Source: an optimization exercise on an open RTL-to-GDS flow (aim: small area, a short achievable clock period and few clock cycles per item). Production flows keep margins and buffers that such runs may drop.
RTL that was checked went through simulation tests only; none was proved equivalent to the original.
The RTL of run 2 was laid out without a check of its function.

==> flow/design.v (outline; a module is shown in full before it is edited, if it fits) <==
// module MCH: 847 lines
module MCH (
    input               clk,
    input               reset,
    input       [ 7:0]  X,
    input       [ 7:0]  Y,
    output              Done,
    output      [16:0]  area
);
  // ...
==> flow/run.sh <==
#!/bin/bash
# synth_recipe.tcl (not shown) runs the flow's synth.tcl, then flattens the netlist and writes it again
# the make line also repeats each setting of config.mk as NAME=value (left out here)
make -C /OpenROAD-flow-scripts/flow DESIGN_CONFIG=/design/flow/config.mk WORK_HOME=/design/flow/orfs CLKGATE_MAP_FILE= SYNTH_SCRIPT=/design/flow/synth_recipe.tcl finish
==> flow/config.mk <==
export PLATFORM = sky130hd
export DESIGN_NAME = MCH
export DESIGN_NICKNAME = MCH
export VERILOG_FILES = /design/flow/design.v
export SDC_FILE = /design/flow/constraint.sdc
export NUM_CORES = 8
export LEC_CHECK = 0
export CAP_MARGIN = 20
export CORE_MARGIN = 2
export CORE_UTILIZATION = 25
export PLACE_DENSITY = 0.45
export SLEW_MARGIN = 20
==> flow/constraint.sdc <==
create_clock -name core_clock -period 13.0 [get_ports {clk}]
set_input_delay 2.6000 -clock core_clock [delete_from_list [all_inputs] [get_ports {clk}]]
set_output_delay 2.6000 -clock core_clock [all_outputs]
set_load 0.01 [all_outputs]
==> PnR_summary.wiki, run 1 <==
{| class="wikitable"
! Metric !! Value
|-
| Critical register-to-register path endpoint || hx0[5]
|-
| Relative slew margins || 0.0318
|-
| Top Family by Delay on Critical Path || compound AO/OA/AOI/OAI gates
|-
| Highest-count cells in the layout ignoring fill and taps || 821 x nand2_1, 585 x edfxtp_1, 553 x inv_1
|-
| Final worst path period share || 0.488
|-
| Overall die area || approximately 260000 um2
|-
| Die height || 514 um
|-
| Global route total overflow || 0
|-
| # DRC || 0
|-
| Unique cell type count in the Yosys netlist || roughly 110
|-
| # H-tree levels || 3
|-
| Flip-flop and latch share of the layout cell area || 0.321
|-
| Clock buffers created by TritonCTS || 109
|-
| Setup WS post-layout || 6660 ps
|-
| Run status || timing/DRC/antenna clean
|-
| Post-CTS Hold Buffers || 0
|-
| Min Tclk post-route || 6340 ps
|-
| Clock insertion delay at the later pin of the skew report || 810 ps
|-
| Total Routing Usage GR || 0.228
|-
| Area share of xor/xnor cells in the synthesized design || 0.0459
|-
| Uppermost layer routed || met5
|-
| First-iteration detailed-routing DRC count || ~7600
|-
| Multi-input logic portion of the cell area || 0.516
|-
| Die width || 514 um
|-
| Most frequent standard cell in the layout excluding fill and tap cells || nand2_1
|-
| Crit path DAT || 6910 ps
|-
| Place WS || 6820 ps
|-
| Accumulated negative setup slack || 0 ps
|-
| Number of standard-cell rows in the floorplan || 187
|-
| Antenna Violating Nets Remaining || 0
|-
| Number of enable flip-flop cells after synthesis || 585
|-
| Net count after synthesis || 7633
|}
Testbench counts, summed over its fixed seeds: cycles 15,593, hulls 384.
==> inputs of run 2 (changes only) <==
--- a/flow/design.v
+++ b/flow/design.v
@@ -100,18 +100,27 @@
 reg [4:0] tp1, sp1, hp1, qp1, np1;
 reg       qok0, nok0, first0, rdn0, rdh0;
 reg       qok1, nok1, first1, rdn1, rdh1;
 reg       sv0, hv0, sv1, hv1;      
 wire scan = (state == S_SCAN);
 reg  [N-1:0] rem0, rem1, deep0, deep1;
 reg        rq0, rn0, rq1, rn1;                   
 wire       rdh = ph ? rdh0 : rdh1;
-wire [N-1:0] cmask = rq0 ? (relU & ~{{(N-1){1'b0}}, 1'b1}) : rq1 ? (relD & ~{{(N-1){1'b0}}, 1'b1}) : (ph ? rem0 : rem1);
-wire [N-1:0] sel = rdh ? highest(ph ? deep0 : deep1) : lowest(cmask);
+reg  [N-1:0] nsel0, nsel1, hsel0, hsel1;
+reg          wait2;
+wire [N-1:0] sel = rdh ? (ph ? hsel0 : hsel1) : (ph ? nsel0 : nsel1);
+wire [N-1:0] relU1 = relU & ~{{(N-1){1'b0}}, 1'b1};
+wire [N-1:0] relD1 = relD & ~{{(N-1){1'b0}}, 1'b1};
+always @(posedge clk) begin
+    nsel0 <= wait2 ? lowest(relU1) : lowest(rem0);
+    nsel1 <= wait2 ? lowest(relD1) : lowest(rem1);
+    hsel0 <= highest(deep0);
+    hsel1 <= highest(deep1);
+end
 reg  [7:0] rx, ry;
 reg  [4:0] rp;
 wire       rok = |sel;
 integer r;
 always @(*) begin
     rx = 8'd0; ry = 8'd0; rp = 5'd0;
     for (r = 0; r < N; r = r + 1) begin
         rx = rx | (ex[r] & {8{sel[r]}});
@@ -510,24 +519,193 @@
     wire tu379 = tu348 ^ tu349 ^ tu319;
     wire tu380 = (tu348 & tu349) | (tu348 & tu319) | (tu349 & tu319);
     wire tu381 = tu350 ^ tu351 ^ tu323;
     wire tu382 = (tu350 & tu351) | (tu350 & tu323) | (tu351 & tu323);
     wire tu383 = tu352 ^ tu353 ^ tu144;
     wire tu384 = (tu352 & tu353) | (tu352 & tu144) | (tu353 & tu144);
 wire [17:0] row0 = {1'b1, tu384, tu382, tu380, tu378, tu376, tu374, tu372, tu370, tu368, tu366, tu364, tu362, tu360, tu358, tu356, tu355, tu1};
 wire [17:0] row1 = {1'b0, tu354, tu383, tu381, tu379, tu377, tu375, tu373, tu371, tu369, tu367, tu365, tu363, tu361, tu359, tu357, tu82, tu73};
-wire [16:0] trap = dW * dH;
+    wire tz1 = dW[0] & dH[0];
+    wire tz2 = dW[0] & dH[1];
+    wire tz3 = dW[0] & dH[2];
+    wire tz4 = dW[0] & dH[3];
+    wire tz5 = dW[0] & dH[4];
+    wire tz6 = dW[0] & dH[5];
+    wire tz7 = dW[0] & dH[6];
+    wire tz8 = dW[0] & dH[7];
+    wire tz9 = dW[0] & dH[8];
+    wire tz10 = dW[1] & dH[0];
+    wire tz11 = dW[1] & dH[1];
+    wire tz12 = dW[1] & dH[2];
+    wire tz13 = dW[1] & dH[3];
+    wire tz14 = dW[1] & dH[4];
+    wire tz15 = dW[1] & dH[5];
+    wire tz16 = dW[1] & dH[6];
+    wire tz17 = dW[1] & dH[7];
+    wire tz18 = dW[1] & dH[8];
+    wire tz19 = dW[2] & dH[0];
+    wire tz20 = dW[2] & dH[1];
+    wire tz21 = dW[2] & dH[2];
+    wire tz22 = dW[2] & dH[3];
+    wire tz23 = dW[2] & dH[4];
+    wire tz24 = dW[2] & dH[5];
+    wire tz25 = dW[2] & dH[6];
+    wire tz26 = dW[2] & dH[7];
+    wire tz27 = dW[2] & dH[8];
+    wire tz28 = dW[3] & dH[0];
+    wire tz29 = dW[3] & dH[1];
+    wire tz30 = dW[3] & dH[2];
+    wire tz31 = dW[3] & dH[3];
+    wire tz32 = dW[3] & dH[4];
+    wire tz33 = dW[3] & dH[5];
+    wire tz34 = dW[3] & dH[6];
+    wire tz35 = dW[3] & dH[7];
+    wire tz36 = dW[3] & dH[8];
+    wire tz37 = dW[4] & dH[0];
+    wire tz38 = dW[4] & dH[1];
+    wire tz39 = dW[4] & dH[2];
+    wire tz40 = dW[4] & dH[3];
+    wire tz41 = dW[4] & dH[4];
+    wire tz42 = dW[4] & dH[5];
+    wire tz43 = dW[4] & dH[6];
+    wire tz44 = dW[4] & dH[7];
+    wire tz45 = dW[4] & dH[8];
+    wire tz46 = dW[5] & dH[0];
+    wire tz47 = dW[5] & dH[1];
+    wire tz48 = dW[5] & dH[2];
+    wire tz49 = dW[5] & dH[3];
+    wire tz50 = dW[5] & dH[4];
+    wire tz51 = dW[5] & dH[5];
+    wire tz52 = dW[5] & dH[6];
+    wire tz53 = dW[5] & dH[7];
+    wire tz54 = dW[5] & dH[8];
+    wire tz55 = dW[6] & dH[0];
+    wire tz56 = dW[6] & dH[1];
+    wire tz57 = dW[6] & dH[2];
+    wire tz58 = dW[6] & dH[3];
+    wire tz59 = dW[6] & dH[4];
+    wire tz60 = dW[6] & dH[5];
+    wire tz61 = dW[6] & dH[6];
+    wire tz62 = dW[6] & dH[7];
+    wire tz63 = dW[6] & dH[8];
+    wire tz64 = dW[7] & dH[0];
+    wire tz65 = dW[7] & dH[1];
+    wire tz66 = dW[7] & dH[2];
+    wire tz67 = dW[7] & dH[3];
+    wire tz68 = dW[7] & dH[4];
+    wire tz69 = dW[7] & dH[5];
+    wire tz70 = dW[7] & dH[6];
+    wire tz71 = dW[7] & dH[7];
+    wire tz72 = dW[7] & dH[8];
+    wire tz73 = tz7 ^ tz15;
+    wire tz74 = tz7 & tz15;
+    wire tz75 = tz8 ^ tz16 ^ tz24;
+    wire tz76 = (tz8 & tz16) | (tz8 & tz24) | (tz16 & tz24);
+    wire tz77 = tz32 ^ tz40;
+    wire tz78 = tz32 & tz40;
+    wire tz79 = tz9 ^ tz17 ^ tz25;
+    wire tz80 = (tz9 & tz17) | (tz9 & tz25) | (tz17 & tz25);
+    wire tz81 = tz33 ^ tz41 ^ tz49;
+    wire tz82 = (tz33 & tz41) | (tz33 & tz49) | (tz41 & tz49);
+    wire tz83 = tz18 ^ tz26 ^ tz34;
+    wire tz84 = (tz18 & tz26) | (tz18 & tz34) | (tz26 & tz34);
+    wire tz85 = tz42 ^ tz50;
+    wire tz86 = tz42 & tz50;
+    wire tz87 = tz27 ^ tz35 ^ tz43;
+    wire tz88 = (tz27 & tz35) | (tz27 & tz43) | (tz35 & tz43);
+    wire tz89 = tz5 ^ tz13;
+    wire tz90 = tz5 & tz13;
+    wire tz91 = tz6 ^ tz14 ^ tz22;
+    wire tz92 = (tz6 & tz14) | (tz6 & tz22) | (tz14 & tz22);
+    wire tz93 = tz30 ^ tz38;
+    wire tz94 = tz30 & tz38;
+    wire tz95 = tz73 ^ tz23 ^ tz31;
+    wire tz96 = (tz73 & tz23) | (tz73 & tz31) | (tz23 & tz31);
+    wire tz97 = tz39 ^ tz47 ^ tz55;
+    wire tz98 = (tz39 & tz47) | (tz39 & tz55) | (tz47 & tz55);
+    wire tz99 = tz74 ^ tz75 ^ tz77;
+    wire tz100 = (tz74 & tz75) | (tz74 & tz77) | (tz75 & tz77);
+    wire tz101 = tz48 ^ tz56 ^ tz64;
+    wire tz102 = (tz48 & tz56) | (tz48 & tz64) | (tz56 & tz64);
+    wire tz103 = tz76 ^ tz78 ^ tz79;
+    wire tz104 = (tz76 & tz78) | (tz76 & tz79) | (tz78 & tz79);
+    wire tz105 = tz81 ^ tz57 ^ tz65;
+    wire tz106 = (tz81 & tz57) | (tz81 & tz65) | (tz57 & tz65);
+    wire tz107 = tz80 ^ tz82 ^ tz83;
+    wire tz108 = (tz80 & tz82) | (tz80 & tz83) | (tz82 & tz83);
+    wire tz109 = tz85 ^ tz58 ^ tz66;
+    wire tz110 = (tz85 & tz58) | (tz85 & tz66) | (tz58 & tz66);
+    wire tz111 = tz84 ^ tz86 ^ tz87;
+    wire tz112 = (tz84 & tz86) | (tz84 & tz87) | (tz86 & tz87);
+    wire tz113 = tz51 ^ tz59 ^ tz67;
+    wire tz114 = (tz51 & tz59) | (tz51 & tz67) | (tz59 & tz67);
+    wire tz115 = tz88 ^ tz36 ^ tz44;
+    wire tz116 = (tz88 & tz36) | (tz88 & tz44) | (tz36 & tz44);
+    wire tz117 = tz52 ^ tz60 ^ tz68;
+    wire tz118 = (tz52 & tz60) | (tz52 & tz68) | (tz60 & tz68);
+    wire tz119 = tz45 ^ tz53 ^ tz61;
+    wire tz120 = (tz45 & tz53) | (tz45 & tz61) | (tz53 & tz61);
+    wire tz121 = tz4 ^ tz12;
+    wire tz122 = tz4 & tz12;
+    wire tz123 = tz89 ^ tz21 ^ tz29;
+    wire tz124 = (tz89 & tz21) | (tz89 & tz29) | (tz21 & tz29);
+    wire tz125 = tz90 ^ tz91 ^ tz93;
+    wire tz126 = (tz90 & tz91) | (tz90 & tz93) | (tz91 & tz93);
+    wire tz127 = tz92 ^ tz94 ^ tz95;
+    wire tz128 = (tz92 & tz94) | (tz92 & tz95) | (tz94 & tz95);
+    wire tz129 = tz96 ^ tz98 ^ tz99;
+    wire tz130 = (tz96 & tz98) | (tz96 & tz99) | (tz98 & tz99);
+    wire tz131 = tz100 ^ tz102 ^ tz103;
+    wire tz132 = (tz100 & tz102) | (tz100 & tz103) | (tz102 & tz103);
+    wire tz133 = tz104 ^ tz106 ^ tz107;
+    wire tz134 = (tz104 & tz106) | (tz104 & tz107) | (tz106 & tz107);
+    wire tz135 = tz108 ^ tz110 ^ tz111;
+    wire tz136 = (tz108 & tz110) | (tz108 & tz111) | (tz110 & tz111);
+    wire tz137 = tz112 ^ tz114 ^ tz115;
+    wire tz138 = (tz112 & tz114) | (tz112 & tz115) | (tz114 & tz115);
+    wire tz139 = tz116 ^ tz118 ^ tz119;
+    wire tz140 = (tz116 & tz118) | (tz116 & tz119) | (tz118 & tz119);
+    wire tz141 = tz120 ^ tz54 ^ tz62;
+    wire tz142 = (tz120 & tz54) | (tz120 & tz62) | (tz54 & tz62);
+    wire tz143 = tz3 ^ tz11;
+    wire tz144 = tz3 & tz11;
+    wire tz145 = tz121 ^ tz20 ^ tz28;
+    wire tz146 = (tz121 & tz20) | (tz121 & tz28) | (tz20 & tz28);
+    wire tz147 = tz122 ^ tz123 ^ tz37;
+    wire tz148 = (tz122 & tz123) | (tz122 & tz37) | (tz123 & tz37);
+    wire tz149 = tz124 ^ tz125 ^ tz46;
+    wire tz150 = (tz124 & tz125) | (tz124 & tz46) | (tz125 & tz46);
+    wire tz151 = tz126 ^ tz127 ^ tz97;
+    wire tz152 = (tz126 & tz127) | (tz126 & tz97) | (tz127 & tz97);
+    wire tz153 = tz128 ^ tz129 ^ tz101;
+    wire tz154 = (tz128 & tz129) | (tz128 & tz101) | (tz129 & tz101);
+    wire tz155 = tz130 ^ tz131 ^ tz105;
+    wire tz156 = (tz130 & tz131) | (tz130 & tz105) | (tz131 & tz105);
+    wire tz157 = tz132 ^ tz133 ^ tz109;
+    wire tz158 = (tz132 & tz133) | (tz132 & tz109) | (tz133 & tz109);
+    wire tz159 = tz134 ^ tz135 ^ tz113;
+    wire tz160 = (tz134 & tz135) | (tz134 & tz113) | (tz135 & tz113);
+    wire tz161 = tz136 ^ tz137 ^ tz117;
+    wire tz162 = (tz136 & tz137) | (tz136 & tz117) | (tz137 & tz117);
+    wire tz163 = tz138 ^ tz139 ^ tz69;
+    wire tz164 = (tz138 & tz139) | (tz138 & tz69) | (tz139 & tz69);
+    wire tz165 = tz140 ^ tz141 ^ tz70;
+    wire tz166 = (tz140 & tz141) | (tz140 & tz70) | (tz141 & tz70);
+    wire tz167 = tz142 ^ tz63 ^ tz71;
+    wire tz168 = (tz142 & tz63) | (tz142 & tz71) | (tz63 & tz71);
+wire [16:0] trap0 = {1'b0, tz168, tz166, tz164, tz162, tz160, tz158, tz156, tz154, tz152, tz150, tz148, tz146, tz144, tz143, tz2, tz1};
+wire [16:0] trap1 = {1'b0, tz72, tz167, tz165, tz163, tz161, tz159, tz157, tz155, tz153, tz151, tz149, tz147, tz145, tz19, tz10, 1'b0};
 reg  [17:0] q0r, q1r;
 reg  [16:0] trr;
 reg         s2v, s2c, s2force;
 wire [17:0] tv = q0r + q1r;
 wire        pop  = s2v && !s2force && !tv[17];
 wire        push = s2v && !pop;
-wire [16:0] acc_k = acc + trr + {16'd0, s2c};
+wire [16:0] acc_k = acc + trr;
     wire ac1 = acc[0];
     wire ac2 = trr[0];
     wire ac3 = q0r[0];
     wire ac4 = q1r[0];
     wire ac5 = acc[1];
     wire ac6 = trr[1];
     wire ac7 = q0r[1];
     wire ac8 = q1r[1];
@@ -586,120 +764,85 @@
     wire ac61 = acc[15];
     wire ac62 = trr[15];
     wire ac63 = q0r[15];
     wire ac64 = q1r[15];
     wire ac65 = acc[16];
     wire ac66 = trr[16];
     wire ac67 = q0r[16];
     wire ac68 = q1r[16];
-    wire ac69 = s2c;
-    wire ac70 = ac1 ^ ac2;
-    wire ac71 = ac1 & ac2;
-    wire ac72 = ac5 ^ ac6;
-    wire ac73 = ac5 & ac6;
-    wire ac74 = ac9 ^ ac10;
-    wire ac75 = ac9 & ac10;
-    wire ac76 = ac13 ^ ac14;
-    wire ac77 = ac13 & ac14;
-    wire ac78 = ac17 ^ ac18;
-    wire ac79 = ac17 & ac18;
-    wire ac80 = ac21 ^ ac22;
-    wire ac81 = ac21 & ac22;
-    wire ac82 = ac25 ^ ac26;
-    wire ac83 = ac25 & ac26;
-    wire ac84 = ac29 ^ ac30;
-    wire ac85 = ac29 & ac30;
-    wire ac86 = ac33 ^ ac34;
-    wire ac87 = ac33 & ac34;
-    wire ac88 = ac37 ^ ac38;
-    wire ac89 = ac37 & ac38;
-    wire ac90 = ac41 ^ ac42;
-    wire ac91 = ac41 & ac42;
-    wire ac92 = ac45 ^ ac46;
-    wire ac93 = ac45 & ac46;
-    wire ac94 = ac49 ^ ac50;
-    wire ac95 = ac49 & ac50;
-    wire ac96 = ac53 ^ ac54;
-    wire ac97 = ac53 & ac54;
-    wire ac98 = ac57 ^ ac58;
-    wire ac99 = ac57 & ac58;
-    wire ac100 = ac61 ^ ac62;
-    wire ac101 = ac61 & ac62;
-    wire ac102 = ac65 ^ ac66;
-    wire ac103 = ac65 & ac66;
-    wire ac104 = ac70 ^ ac3;
-    wire ac105 = ac70 & ac3;
-    wire ac106 = ac71 ^ ac72 ^ ac7;
-    wire ac107 = (ac71 & ac72) | (ac71 & ac7) | (ac72 & ac7);
-    wire ac108 = ac73 ^ ac74 ^ ac11;
-    wire ac109 = (ac73 & ac74) | (ac73 & ac11) | (ac74 & ac11);
-    wire ac110 = ac75 ^ ac76 ^ ac15;
-    wire ac111 = (ac75 & ac76) | (ac75 & ac15) | (ac76 & ac15);
-    wire ac112 = ac77 ^ ac78 ^ ac19;
-    wire ac113 = (ac77 & ac78) | (ac77 & ac19) | (ac78 & ac19);
-    wire ac114 = ac79 ^ ac80 ^ ac23;
-    wire ac115 = (ac79 & ac80) | (ac79 & ac23) | (ac80 & ac23);
-    wire ac116 = ac81 ^ ac82 ^ ac27;
-    wire ac117 = (ac81 & ac82) | (ac81 & ac27) | (ac82 & ac27);
-    wire ac118 = ac83 ^ ac84 ^ ac31;
-    wire ac119 = (ac83 & ac84) | (ac83 & ac31) | (ac84 & ac31);
-    wire ac120 = ac85 ^ ac86 ^ ac35;
-    wire ac121 = (ac85 & ac86) | (ac85 & ac35) | (ac86 & ac35);
-    wire ac122 = ac87 ^ ac88 ^ ac39;
-    wire ac123 = (ac87 & ac88) | (ac87 & ac39) | (ac88 & ac39);
-    wire ac124 = ac89 ^ ac90 ^ ac43;
-    wire ac125 = (ac89 & ac90) | (ac89 & ac43) | (ac90 & ac43);
-    wire ac126 = ac91 ^ ac92 ^ ac47;
-    wire ac127 = (ac91 & ac92) | (ac91 & ac47) | (ac92 & ac47);
-    wire ac128 = ac93 ^ ac94 ^ ac51;
-    wire ac129 = (ac93 & ac94) | (ac93 & ac51) | (ac94 & ac51);
-    wire ac130 = ac95 ^ ac96 ^ ac55;
-    wire ac131 = (ac95 & ac96) | (ac95 & ac55) | (ac96 & ac55);
-    wire ac132 = ac97 ^ ac98 ^ ac59;
-    wire ac133 = (ac97 & ac98) | (ac97 & ac59) | (ac98 & ac59);
-    wire ac134 = ac99 ^ ac100 ^ ac63;
-    wire ac135 = (ac99 & ac100) | (ac99 & ac63) | (ac100 & ac63);
-    wire ac136 = ac101 ^ ac102 ^ ac67;
-    wire ac137 = (ac101 & ac102) | (ac101 & ac67) | (ac102 & ac67);
-    wire ac138 = ac104 ^ ac4;
-    wire ac139 = ac104 & ac4;
-    wire ac140 = ac105 ^ ac106 ^ ac8;
-    wire ac141 = (ac105 & ac106) | (ac105 & ac8) | (ac106 & ac8);
-    wire ac142 = ac107 ^ ac108 ^ ac12;
-    wire ac143 = (ac107 & ac108) | (ac107 & ac12) | (ac108 & ac12);
-    wire ac144 = ac109 ^ ac110 ^ ac16;
-    wire ac145 = (ac109 & ac110) | (ac109 & ac16) | (ac110 & ac16);
-    wire ac146 = ac111 ^ ac112 ^ ac20;
-    wire ac147 = (ac111 & ac112) | (ac111 & ac20) | (ac112 & ac20);
-    wire ac148 = ac113 ^ ac114 ^ ac24;
-    wire ac149 = (ac113 & ac114) | (ac113 & ac24) | (ac114 & ac24);
-    wire ac150 = ac115 ^ ac116 ^ ac28;
-    wire ac151 = (ac115 & ac116) | (ac115 & ac28) | (ac116 & ac28);
-    wire ac152 = ac117 ^ ac118 ^ ac32;
-    wire ac153 = (ac117 & ac118) | (ac117 & ac32) | (ac118 & ac32);
-    wire ac154 = ac119 ^ ac120 ^ ac36;
-    wire ac155 = (ac119 & ac120) | (ac119 & ac36) | (ac120 & ac36);
-    wire ac156 = ac121 ^ ac122 ^ ac40;
-    wire ac157 = (ac121 & ac122) | (ac121 & ac40) | (ac122 & ac40);
-    wire ac158 = ac123 ^ ac124 ^ ac44;
-    wire ac159 = (ac123 & ac124) | (ac123 & ac44) | (ac124 & ac44);
-    wire ac160 = ac125 ^ ac126 ^ ac48;
-    wire ac161 = (ac125 & ac126) | (ac125 & ac48) | (ac126 & ac48);
-    wire ac162 = ac127 ^ ac128 ^ ac52;
-    wire ac163 = (ac127 & ac128) | (ac127 & ac52) | (ac128 & ac52);
-    wire ac164 = ac129 ^ ac130 ^ ac56;
-    wire ac165 = (ac129 & ac130) | (ac129 & ac56) | (ac130 & ac56);
-    wire ac166 = ac131 ^ ac132 ^ ac60;
-    wire ac167 = (ac131 & ac132) | (ac131 & ac60) | (ac132 & ac60);
-    wire ac168 = ac133 ^ ac134 ^ ac64;
-    wire ac169 = (ac133 & ac134) | (ac133 & ac64) | (ac134 & ac64);
-    wire ac170 = ac135 ^ ac136 ^ ac68;
-    wire ac171 = (ac135 & ac136) | (ac135 & ac68) | (ac136 & ac68);
-wire [16:0] acc_p = {ac169, ac167, ac165, ac163, ac161, ac159, ac157, ac155, ac153, ac151, ac149, ac147, ac145, ac143, ac141, ac139, ac138} + {ac170, ac168, ac166, ac164, ac162, ac160, ac158, ac156, ac154, ac152, ac150, ac148, ac146, ac144, ac142, ac140, ac69};
+    wire ac69 = ac1 ^ ac2;
+    wire ac70 = ac1 & ac2;
+    wire ac71 = ac5 ^ ac6 ^ ac7;
+    wire ac72 = (ac5 & ac6) | (ac5 & ac7) | (ac6 & ac7);
+    wire ac73 = ac9 ^ ac10 ^ ac11;
+    wire ac74 = (ac9 & ac10) | (ac9 & ac11) | (ac10 & ac11);
+    wire ac75 = ac13 ^ ac14 ^ ac15;
+    wire ac76 = (ac13 & ac14) | (ac13 & ac15) | (ac14 & ac15);
+    wire ac77 = ac17 ^ ac18 ^ ac19;
+    wire ac78 = (ac17 & ac18) | (ac17 & ac19) | (ac18 & ac19);
+    wire ac79 = ac21 ^ ac22 ^ ac23;
+    wire ac80 = (ac21 & ac22) | (ac21 & ac23) | (ac22 & ac23);
+    wire ac81 = ac25 ^ ac26 ^ ac27;
+    wire ac82 = (ac25 & ac26) | (ac25 & ac27) | (ac26 & ac27);
+    wire ac83 = ac29 ^ ac30 ^ ac31;
+    wire ac84 = (ac29 & ac30) | (ac29 & ac31) | (ac30 & ac31);
+    wire ac85 = ac33 ^ ac34 ^ ac35;
+    wire ac86 = (ac33 & ac34) | (ac33 & ac35) | (ac34 & ac35);
+    wire ac87 = ac37 ^ ac38 ^ ac39;
+    wire ac88 = (ac37 & ac38) | (ac37 & ac39) | (ac38 & ac39);
+    wire ac89 = ac41 ^ ac42 ^ ac43;
+    wire ac90 = (ac41 & ac42) | (ac41 & ac43) | (ac42 & ac43);
+    wire ac91 = ac45 ^ ac46 ^ ac47;
+    wire ac92 = (ac45 & ac46) | (ac45 & ac47) | (ac46 & ac47);
+    wire ac93 = ac49 ^ ac50 ^ ac51;
+    wire ac94 = (ac49 & ac50) | (ac49 & ac51) | (ac50 & ac51);
+    wire ac95 = ac53 ^ ac54 ^ ac55;
+    wire ac96 = (ac53 & ac54) | (ac53 & ac55) | (ac54 & ac55);
+    wire ac97 = ac57 ^ ac58 ^ ac59;
+    wire ac98 = (ac57 & ac58) | (ac57 & ac59) | (ac58 & ac59);
+    wire ac99 = ac61 ^ ac62 ^ ac63;
+    wire ac100 = (ac61 & ac62) | (ac61 & ac63) | (ac62 & ac63);
+    wire ac101 = ac65 ^ ac66 ^ ac67;
+    wire ac102 = (ac65 & ac66) | (ac65 & ac67) | (ac66 & ac67);
+    wire ac103 = ac69 ^ ac3;
+    wire ac104 = ac69 & ac3;
+    wire ac105 = ac70 ^ ac71 ^ ac8;
+    wire ac106 = (ac70 & ac71) | (ac70 & ac8) | (ac71 & ac8);
+    wire ac107 = ac72 ^ ac73 ^ ac12;
+    wire ac108 = (ac72 & ac73) | (ac72 & ac12) | (ac73 & ac12);
+    wire ac109 = ac74 ^ ac75 ^ ac16;
+    wire ac110 = (ac74 & ac75) | (ac74 & ac16) | (ac75 & ac16);
+    wire ac111 = ac76 ^ ac77 ^ ac20;
+    wire ac112 = (ac76 & ac77) | (ac76 & ac20) | (ac77 & ac20);
+    wire ac113 = ac78 ^ ac79 ^ ac24;
+    wire ac114 = (ac78 & ac79) | (ac78 & ac24) | (ac79 & ac24);
+    wire ac115 = ac80 ^ ac81 ^ ac28;
+    wire ac116 = (ac80 & ac81) | (ac80 & ac28) | (ac81 & ac28);
+    wire ac117 = ac82 ^ ac83 ^ ac32;
+    wire ac118 = (ac82 & ac83) | (ac82 & ac32) | (ac83 & ac32);
+    wire ac119 = ac84 ^ ac85 ^ ac36;
+    wire ac120 = (ac84 & ac85) | (ac84 & ac36) | (ac85 & ac36);
+    wire ac121 = ac86 ^ ac87 ^ ac40;
+    wire ac122 = (ac86 & ac87) | (ac86 & ac40) | (ac87 & ac40);
+    wire ac123 = ac88 ^ ac89 ^ ac44;
+    wire ac124 = (ac88 & ac89) | (ac88 & ac44) | (ac89 & ac44);
+    wire ac125 = ac90 ^ ac91 ^ ac48;
+    wire ac126 = (ac90 & ac91) | (ac90 & ac48) | (ac91 & ac48);
+    wire ac127 = ac92 ^ ac93 ^ ac52;
+    wire ac128 = (ac92 & ac93) | (ac92 & ac52) | (ac93 & ac52);
+    wire ac129 = ac94 ^ ac95 ^ ac56;
+    wire ac130 = (ac94 & ac95) | (ac94 & ac56) | (ac95 & ac56);
+    wire ac131 = ac96 ^ ac97 ^ ac60;
+    wire ac132 = (ac96 & ac97) | (ac96 & ac60) | (ac97 & ac60);
+    wire ac133 = ac98 ^ ac99 ^ ac64;
+    wire ac134 = (ac98 & ac99) | (ac98 & ac64) | (ac99 & ac64);
+    wire ac135 = ac100 ^ ac101 ^ ac68;
+    wire ac136 = (ac100 & ac101) | (ac100 & ac68) | (ac101 & ac68);
+wire [16:0] acc_p = {ac134, ac132, ac130, ac128, ac126, ac124, ac122, ac120, ac118, ac116, ac114, ac112, ac110, ac108, ac106, ac104, ac103} + {ac135, ac133, ac131, ac129, ac127, ac125, ac123, ac121, ac119, ac117, ac115, ac113, ac111, ac109, ac107, ac105, ac4};
 wire        dec0 = s2v && (s2c == 1'b0);
 wire        dec1 = s2v && (s2c == 1'b1);
 wire        cn = ph;                           
 wire [7:0] Tx = cn ? tx1 : tx0, Ty = cn ? ty1 : ty0;
 wire [7:0] Sx = cn ? sx1 : sx0, Sy = cn ? sy1 : sy0;
 wire [7:0] Hx = cn ? hx1 : hx0, Hy = cn ? hy1 : hy0;
 wire [7:0] Qx = cn ? qx1 : qx0, Qy = cn ? qy1 : qy0;
 wire [7:0] Nx = cn ? nx1 : nx0, Ny = cn ? ny1 : ny0;
@@ -723,17 +866,17 @@
 wire [8:0] kH = {1'b0, kq_y} + {1'b0, kt_y}, uH = {1'b0, uq_y} + {1'b0, ut_y};
 wire useu = hasop && push;
 wire useo = hasop && pop;
 wire nv   = scan && (cn ? (scnt >= 3'd2) : (scnt >= 3'd1)) && (useu ? Nok : (useo ? 1'b1 : Qok));
 reg  [16:0] acc;
 reg         done_r;
 always @(posedge clk) begin
     q0r <= row0; q1r <= row1;
-    trr <= d1first ? (d1c ? ~trap : trap) : {17{d1c}};    
+    trr <= !d1first ? 17'd0 : d1c ? ((~trap0) + (~trap1) + 17'd2) : (trap0 + trap1);
     s2c <= d1c; s2force <= d1force;
     if (state == S_WAIT) acc <= 17'd0;
     else if (s2v) acc <= pop ? acc_p : acc_k;
     d1c <= cn;
     if (useo) begin
         dA <= oA; dB <= oB; dC <= oC; dD <= oD;
         d1first <= 1'b0;
         d1force <= !Hv;
@@ -745,92 +888,100 @@
         dA <= kA; dB <= kB; dC <= kC; dD <= kD; dW <= kW; dH <= kH;
         d1first <= Frst;
         d1force <= !Sv;
     end
 end
 always @(posedge clk) begin
     rdn0 <= 1'b0; rdh0 <= 1'b0;
     rdn1 <= 1'b0; rdh1 <= 1'b0;
-    rq0 <= (state == S_WAIT);
+    rq0 <= wait2;
+    if (wait2) begin rem0 <= relU1; rem1 <= relD1; end
     rq1 <= rq0;
     rn0 <= rq1;
     rn1 <= rn0;
     if (rq0) begin
         tx0 <= ex[0]; ty0 <= ey[0]; tp0 <= 5'd0; first0 <= 1'b1; sv0 <= 1'b0; hv0 <= 1'b0; deep0 <= {N{1'b0}};
-        qx0 <= rx; qy0 <= ry; qp0 <= rp; qok0 <= rok; rem0 <= cmask & ~sel;
+        qx0 <= rx; qy0 <= ry; qp0 <= rp; qok0 <= rok; rem0 <= rem0 & ~sel;
     end
     if (rq1) begin
         tx1 <= ex[0]; ty1 <= ey[0]; tp1 <= 5'd0; first1 <= 1'b1; sv1 <= 1'b0; hv1 <= 1'b0; deep1 <= {N{1'b0}};
-        qx1 <= rx; qy1 <= ry; qp1 <= rp; qok1 <= rok; rem1 <= cmask & ~sel;
+        qx1 <= rx; qy1 <= ry; qp1 <= rp; qok1 <= rok; rem1 <= rem1 & ~sel;
     end
     if (rn0 || (ph && rdn0)) begin nx0 <= rx; ny0 <= ry; np0 <= rp; nok0 <= rok; rem0 <= rem0 & ~sel; end
     if (ph && rdh0) begin hx0 <= rx; hy0 <= ry; hp0 <= rp; hv0 <= rok; deep0 <= deep0 & ~sel; end
     if (rn1 || (!ph && rdn1)) begin nx1 <= rx; ny1 <= ry; np1 <= rp; nok1 <= rok; rem1 <= rem1 & ~sel; end
     if (!ph && rdh1) begin hx1 <= rx; hy1 <= ry; hp1 <= rp; hv1 <= rok; deep1 <= deep1 & ~sel; end
     if (dec0) begin
-        if (push) begin
-            if (hv0) deep0 <= deep0 | dec(hp0);
-            hx0 <= sx0; hy0 <= sy0; hp0 <= sp0; hv0 <= sv0;
-            sx0 <= tx0; sy0 <= ty0; sp0 <= tp0; sv0 <= 1'b1;
-            tx0 <= qx0; ty0 <= qy0; tp0 <= qp0;
-            qx0 <= nx0; qy0 <= ny0; qp0 <= np0; qok0 <= nok0;
-            first0 <= 1'b1;
-            rdn0 <= 1'b1;
-        end else begin
-            tx0 <= sx0; ty0 <= sy0; tp0 <= sp0;
-            sx0 <= hx0; sy0 <= hy0; sp0 <= hp0; sv0 <= hv0;
-            first0 <= 1'b0;
-            rdh0 <= 1'b1;
-        end
+        if (push) begin rdn0 <= 1'b1; qok0 <= nok0; end
+        else rdh0 <= 1'b1;
+    end
+    if (rdn0) begin
+        if (hv0) deep0 <= deep0 | dec(hp0);
+        hx0 <= sx0; hy0 <= sy0; hp0 <= sp0; hv0 <= sv0;
+        sx0 <= tx0; sy0 <= ty0; sp0 <= tp0; sv0 <= 1'b1;
+        tx0 <= qx0; ty0 <= qy0; tp0 <= qp0;
+        qx0 <= nx0; qy0 <= ny0; qp0 <= np0;
+        first0 <= 1'b1;
+    end
+    if (rdh0) begin
+        tx0 <= sx0; ty0 <= sy0; tp0 <= sp0;
+        sx0 <= hx0; sy0 <= hy0; sp0 <= hp0; sv0 <= hv0;
+        first0 <= 1'b0;
     end
     if (dec1) begin
-        if (push) begin
-            if (hv1) deep1 <= deep1 | dec(hp1);
-            hx1 <= sx1; hy1 <= sy1; hp1 <= sp1; hv1 <= sv1;
-            sx1 <= tx1; sy1 <= ty1; sp1 <= tp1; sv1 <= 1'b1;
-            tx1 <= qx1; ty1 <= qy1; tp1 <= qp1;
-            qx1 <= nx1; qy1 <= ny1; qp1 <= np1; qok1 <= nok1;
-            first1 <= 1'b1;
-            rdn1 <= 1'b1;
-        end else begin
-            tx1 <= sx1; ty1 <= sy1; tp1 <= sp1;
-            sx1 <= hx1; sy1 <= hy1; sp1 <= hp1; sv1 <= hv1;
-            first1 <= 1'b0;
-            rdh1 <= 1'b1;
-        end
+        if (push) begin rdn1 <= 1'b1; qok1 <= nok1; end
+        else rdh1 <= 1'b1;
+    end
+    if (rdn1) begin
+        if (hv1) deep1 <= deep1 | dec(hp1);
+        hx1 <= sx1; hy1 <= sy1; hp1 <= sp1; hv1 <= sv1;
+        sx1 <= tx1; sy1 <= ty1; sp1 <= tp1; sv1 <= 1'b1;
+        tx1 <= qx1; ty1 <= qy1; tp1 <= qp1;
+        qx1 <= nx1; qy1 <= ny1; qp1 <= np1;
+        first1 <= 1'b1;
+    end
+    if (rdh1) begin
+        tx1 <= sx1; ty1 <= sy1; tp1 <= sp1;
+        sx1 <= hx1; sy1 <= hy1; sp1 <= hp1; sv1 <= hv1;
+        first1 <= 1'b0;
     end
 end
 wire qok0_n = dec0 ? (push ? nok0 : 1'b1) : qok0;
 wire qok1_n = dec1 ? (push ? nok1 : 1'b1) : qok1;
 wire fin = scan && (scnt == 3'd4) && !qok0_n && !qok1_n && !d1v;
 always @(posedge clk or posedge reset) begin
     if (reset) begin
         state <= S_READ;
         icnt <= 5'd0;
         pv <= 1'b0;
         scnt <= 3'd0;
         ph <= 1'b0;
         d1v <= 1'b0;
         s2v <= 1'b0;
         done_r <= 1'b0;
+        wait2 <= 1'b0;
     end else begin
         pv <= (state == S_READ);
         s2v <= d1v;
         d1v <= nv;
         done_r <= 1'b0;
         case (state)
             S_READ: begin
                 icnt <= icnt + 5'd1;
                 if (icnt == 5'd19) state <= S_WAIT;
             end
             S_WAIT: begin
+                wait2 <= 1'b1;
+                if (wait2) begin
+                wait2 <= 1'b0;
                 state <= S_SCAN;
                 scnt <= 3'd0;
                 ph <= 1'b1;
+                end
             end
             S_SCAN: begin
                 ph <= ~ph;
                 if (scnt != 3'd4) scnt <= scnt + 3'd1;
                 if (fin) begin
                     state <= S_DONE;
                     done_r <= 1'b1;
                 end
==> flow/flow/run.sh (new file) <==
#!/bin/bash
# Layout flow: the standard flow (standard synthesis, floorplan, placement,
# CTS, routing) unchanged, except that ORFS's timing repair (after CTS and after
# global routing) is asked to leave 9 ns of setup slack instead of 0, so that it
# also speeds up paths that already meet the 13 ns clock. The clock, the I/O
# constraints and everything else are the design's.
set -uo pipefail
cp standard.sh standard_sh.copy.log
export SETUP_SLACK_MARGIN=9
bash standard.sh > standard.log 2>&1
==> flow/standard.sh (new file) <==
#!/bin/bash
# synth_recipe.tcl (not shown) runs the flow's synth.tcl, then flattens the netlist and writes it again
# the make line also repeats each setting of config.mk as NAME=value (left out here)
make -C /OpenROAD-flow-scripts/flow DESIGN_CONFIG=/design/flow/config.mk WORK_HOME=/design/flow/orfs CLKGATE_MAP_FILE= SYNTH_SCRIPT=/design/flow/synth_recipe.tcl "${@:-finish}"
==> flow/config.mk (replaced) <==
export PLATFORM = sky130hd
export DESIGN_NAME = MCH
export DESIGN_NICKNAME = MCH
export VERILOG_FILES = /design/flow/design.v
export SDC_FILE = /design/flow/constraint.sdc
export NUM_CORES = 8
export LEC_CHECK = 0
export CAP_MARGIN = 20
export CORE_MARGIN = 2
export CORE_UTILIZATION = 35
export PLACE_DENSITY = 0.55
export SLEW_MARGIN = 20
removed: flow/run.sh
==> run 2 against run 1 <==
Against the previous run: critical path depth increased by 6; via count decreased by 4.5%; still clean; hold slack improved by 16 ps; largest cell class unchanged; synthesized cell count decreased by 4.5%.
==> PnR_summary.wiki, run 2 <==
{| class="wikitable"
! Metric !! Value
|-
| Number of enable flip-flop cells after synthesis || 669 (was 585)
|-
| Wire length per cell after detailed routing || 26.5 um (was 29.3 um)
|-
| Per-cell via count in the routed design || 5.77 (was 5.40)
|-
| Worst Tran Pin Value || 1090 ps (was 1450 ps)
|-
| Critical Setup Path Class || reg -> reg (unchanged)
|-
| Post-synthesis compound-gate area fraction || 0.165 (was 0.176)
|-
| Port Buf Inserts || 35 (unchanged)
|-
| Combined flip-flop and latch cell area || 26100 um2 (was 23600 um2)
|-
| Leading cell types by total area after synthesis || edfxtp_1 31%, dfxtp_1 8.4%, fa_1 6.1%, ha_1 5.2%, nand2_1 4.7% (was edfxtp_1 27%, dfxtp_1 8.6%, fa_1 6.6%, ha_1 5.0%, nand2_1 4.7%)
|-
| Core area || 187000 um2 (was 259000 um2)
|-
| Vias || 54600 (was 57100)
|-
| Startpoint of the most critical hold path || d1force (unchanged)
|-
| HPWL reported at the end of detailed placement || 183 mm (was 240 mm)
|-
| Endpoint, Worst Hold || s2force (unchanged)
|-
| Setup Skew || 64.4 ps (was 67.3 ps)
|-
| Share of cell area taken by muxes after synthesis || 0.0457 (was 0.0401)
|-
| Crit path DAT || 5560 ps (was 6910 ps)
|-
| # DRC || 0 (unchanged)
|-
| Clock insertion delay at the later pin of the skew report || 790 ps (was 810 ps)
|-
| Starting Density || 0.351 (was 0.251)
|-
| Number of standard-cell rows in the floorplan || 159 (was 187)
|-
| Max FO, Critical Path || 4 (was 62)
|-
| Share of the synthesized area in the top cell type || 0.306 (was 0.270)
|-
| Relative slew margins || 0.274 (was 0.0318)
|-
| # Max-Cap Violations || 0 (unchanged)
|-
| Number of antenna violations at the first check in global routing || 11 (was 32)
|-
| Clock buffers created by TritonCTS || 108 (was 109)
|-
| Run status || timing/DRC/antenna clean (unchanged)
|-
| # H-tree levels || 3 (unchanged)
|-
| Share of async-settable or async-resettable flops after synthesis || 0.0167 (was 0.0171)
|-
| Setup-failing EPs final || 0 (unchanged)
|-
| Crit end category || flip-flop (unchanged)
|-
| Io pins || 36 (unchanged)
|-
| Max stage delay cell, worst path || fa_1 (was a222oi_1)
|-
| Library cell with the highest instance count after synthesis || nand2_1 (unchanged)
|-
| Area share of fa/ha/maj cells after synthesis || 0.129 (was 0.132)
|-
| Overall die area || 191000 um2 (was 265000 um2)
|-
| Clk sinks || 960 (was 879)
|-
| Min Tclk post-route || 4940 ps (was 6340 ps)
|-
| Pin count of the biggest net entering global routing || 77 (unchanged)
|-
| Area share of xor/xnor cells in the synthesized design || 0.0480 (was 0.0459)
|-
| Die width || 437 um (was 514 um)
|-
| Share of final-layout standard cells stronger than drive strength 1 || 0.132 (was 0.0902)
|-
| # placed instances || 9094 (was 10300)
|-
| Ys flop type || edfxtp_1 (unchanged)
|-
| Max Slew Vio Count || 0 (unchanged)
|-
| Startpoint class of the critical path || flip-flop (unchanged)
|-
| Antenna Violating Nets Remaining || 0 (unchanged)
|-
| Mapped Cells || 6823 (was 7142)
|-
| Via count of the first global-routing pass || 52000 (was 55000)
|-
| Root Buffer || clkbuf_16 (unchanged)
|-
| Cell seen most often among critical-path stages || fa_1 (was nand3_1)
|-
| Cells along the critical path || and2_4, fa_1, inv_1, fa_1, fa_1, inv_1, fa_1, ha_4, ha_4, or2_4, o31ai_2, inv_1, a41oi_2, nor3_2, mux2_2, or4_1, and3_1 (was buf_4, nor4_1, a22oi_1, nor4_4, a222oi_1, nand3_1, a211oi_1, buf_2, nand3_1, nor3_1, o221ai_1)
|-
| Unique cell type count in the Yosys netlist || 97 (was 114)
|-
| Global route total overflow || 0 (unchanged)
|-
| Number of search-and-repair iterations in the first detailed-routing pass || 7 (was 10)
|-
| Flip-flop and latch count after synthesis || 960 (was 879)
|-
| Largest regs || ex x160, ey x160 (unchanged)
|-
| Post-CTS Hold Buffers || 0 (unchanged)
|-
| Clock tree from TritonCTS || yes (unchanged)
|-
| Accumulated negative setup slack || 0 ps (unchanged)
|-
| Highest-count cells in the layout ignoring fill and taps || 812 x nand2_1, 669 x edfxtp_1, 518 x inv_1 (was 821 x nand2_1, 585 x edfxtp_1, 553 x inv_1)
|-
| Wire length after detailed routing || 250 mm (was 310 mm)
|-
| Area fraction in and, or, nand and nor cells after synthesis || 0.162 (was 0.183)
|-
| Wire length of the first global-routing pass || 357 mm (was 432 mm)
|-
| Final std cells w/o fill || 9457 (was 10600)
|-
| Worst reg2reg path startpoint || dH[7] (was ph)
|-
| Seq/Total Area, Yosys || 0.395 (was 0.361)
|-
| Netlist area before placement || 65800 um2 (was 65100 um2)
|-
| Final Hold Vio Count || 0 (unchanged)
|-
| Number of fill cells || 18400 (was 27500)
|-
| Number of warnings issued by yosys || 9 (unchanged)
|-
| Hold Path Class || reg -> reg (unchanged)
|-
| WHS Path Cells || 0 (unchanged)
|-
| Path depth of the worst reg2reg path || 17 (was 11)
|-
| Final worst path period share || 0.380 (was 0.488)
|-
| Most frequent standard cell in the layout excluding fill and tap cells || nand2_1 (unchanged)
|-
| Area grow syn2layout || 14.0% (was 12.6%)
|-
| Unrepaired setup endpoints after global routing || true (was false)
|-
| First-iteration detailed-routing DRC count || 5843 (was 7550)
|-
| Die height || 437 um (was 514 um)
|-
| Worst path required time || 13620 ps (was 13570 ps)
|-
| Synthesized area per cell || 9.64 um2 (was 9.12 um2)
|-
| Count of nets after finishing || 7347 (was 7544)
|-
| Upper clock frequency limit || 202 MHz (was 158 MHz)
|-
| Net count after synthesis || 7312 (was 7633)
|-
| Worst-path clk slew || 70 ps (was 60 ps)
|-
| Longest individual stage delay on the worst path || 530 ps (was 1100 ps)
|-
| Largest family of logic cells by synthesized area || compound AO/OA/AOI/OAI gates (was simple AND/OR/NAND/NOR gates)
|-
| Multi-input logic area || 37300 um2 (was 37800 um2)
|-
| Total Routing Usage GR || 0.251 (was 0.228)
|-
| Ranking of synthesized cells by instance count || 817 x nand2_1, 669 x edfxtp_1, 534 x inv_1, 393 x o21ai_0, 305 x a21oi_1 (was 821 x nand2_1, 585 x edfxtp_1, 555 x inv_1, 528 x o21ai_0, 363 x nor2_1)
|-
| Max Buffers Root-to-Sink || 3 (unchanged)
|-
| Weighted congestion reported at the end of routability-driven placement || 0.986 (was 1.04)
|-
| Critical register-to-register path endpoint || trr[14] (was hx0[5])
|-
| Area leader, netlist || edfxtp_1 (unchanged)
|}
==> run 2: worst max-delay path, delay by kind of cell (launching register included) <==
| kind | cells | cell delay [ps] |
|---|---|---|
| adders and majority gates | 6 | 2480 |
| and+or+nand+nor | 5 | 1140 |
| DFF | 1 | 460 |
| muxes | 1 | 290 |
| AOI/OAI and AO/OA | 2 | 260 |
| buffers and inverters | 3 | 200 |
==> run 2: cell families after synthesis <==
group                      Yosys count
muxes                              255
DFF                                960
buffers and inverters              919
xor gates and xnor gates           360
AOI/OAI and AO/OA                 1612
and+or+nand+nor                   2137
adders and majority gates          580
==> run 2: routing by layer <==
metal  track usage  share of wire
met1         0.329           0.40
met5       0.00378        0.00041
met4         0.127          0.056
met2         0.402           0.46
met3        0.0380          0.078
==> run 2: area by class of cell <==
class | count | area share
repair inverters | 2 | 0.000184
inverters | 542 | 0.0279
well taps | 2495 | 0.0416
clock buffers | 152 | 0.0405
repair buffers | 296 | 0.0357
clock inverters | 53 | 0.00793
flip-flops and latches | 960 | 0.349
multi-input cells | 4948 | 0.497
diodes | 9 | 0.000300
==> run 2: worst max path at each step <==
stage	from	end	slack (ps)	cells after the start
5_1_grt	dH[7]	trr[14]	7930	17
2_1_floorplan	dH[7]	trr[14]	8200	17
3_3_place_gp	q0r[2]	dH[8]	6880	22
4_1_cts	dH[7]	trr[14]	8020	17
3_5_place_dp	q0r[2]	dH[8]	6920	22
6_report	dH[7]	trr[14]	8060	17
==> run 2: per-stage QoR <==
step / instance area [um2] / worst slack [ps] / utilization / hold WS, ps
floorplan: 65900 / 8200 / - / 310
global placement: 68800 / 6880 / 0.367 / 340
detailed placement: 68800 / 6920 / 0.367 / 342
CTS: 73900 / 8020 / 0.395 / 354
global route: 75000 / 7930 / 0.401 / 357
finish: 75000 / 8060 / 0.401 / 346
==> run 2: what timing repair did <==
| item | in CTS | in global routing |
|---|---|---|
| pin swaps | 44 | 66 |
| cloned | 6 | 3 |
| gates resized for setup | 255 | 124 |
| endpoints found under the setup margin | 784 | 304 |
| setup buffers | 80 | 60 |

## separate check: timing with driven ports
The flow's constraints put no driver on any port. The routed layouts listed below were extracted and timed again, unchanged, in two steps. Step 1 assumes that a clkbuf_16 drives the clock port and a buf_2 every other input. Step 2 times the ports against the registers' clock, not the clock port: input delays grow and output delays shrink by t, the midpoint of the rising clock arrivals with the driver on. Three values: ideal, step 1, step 2; two values: the first two.
| run | t, ns | setup slack, ns | worst register clock-pin slew, ns |
|---|---|---|---|
| run 1 | 0.870 | 6.660 / 6.660 / 6.660 | 0.07 / 0.07 |
| run 2 | 0.838 | 8.061 / 8.061 / 8.061 | 0.07 / 0.07 |
After both steps every run listed still meets setup and hold.
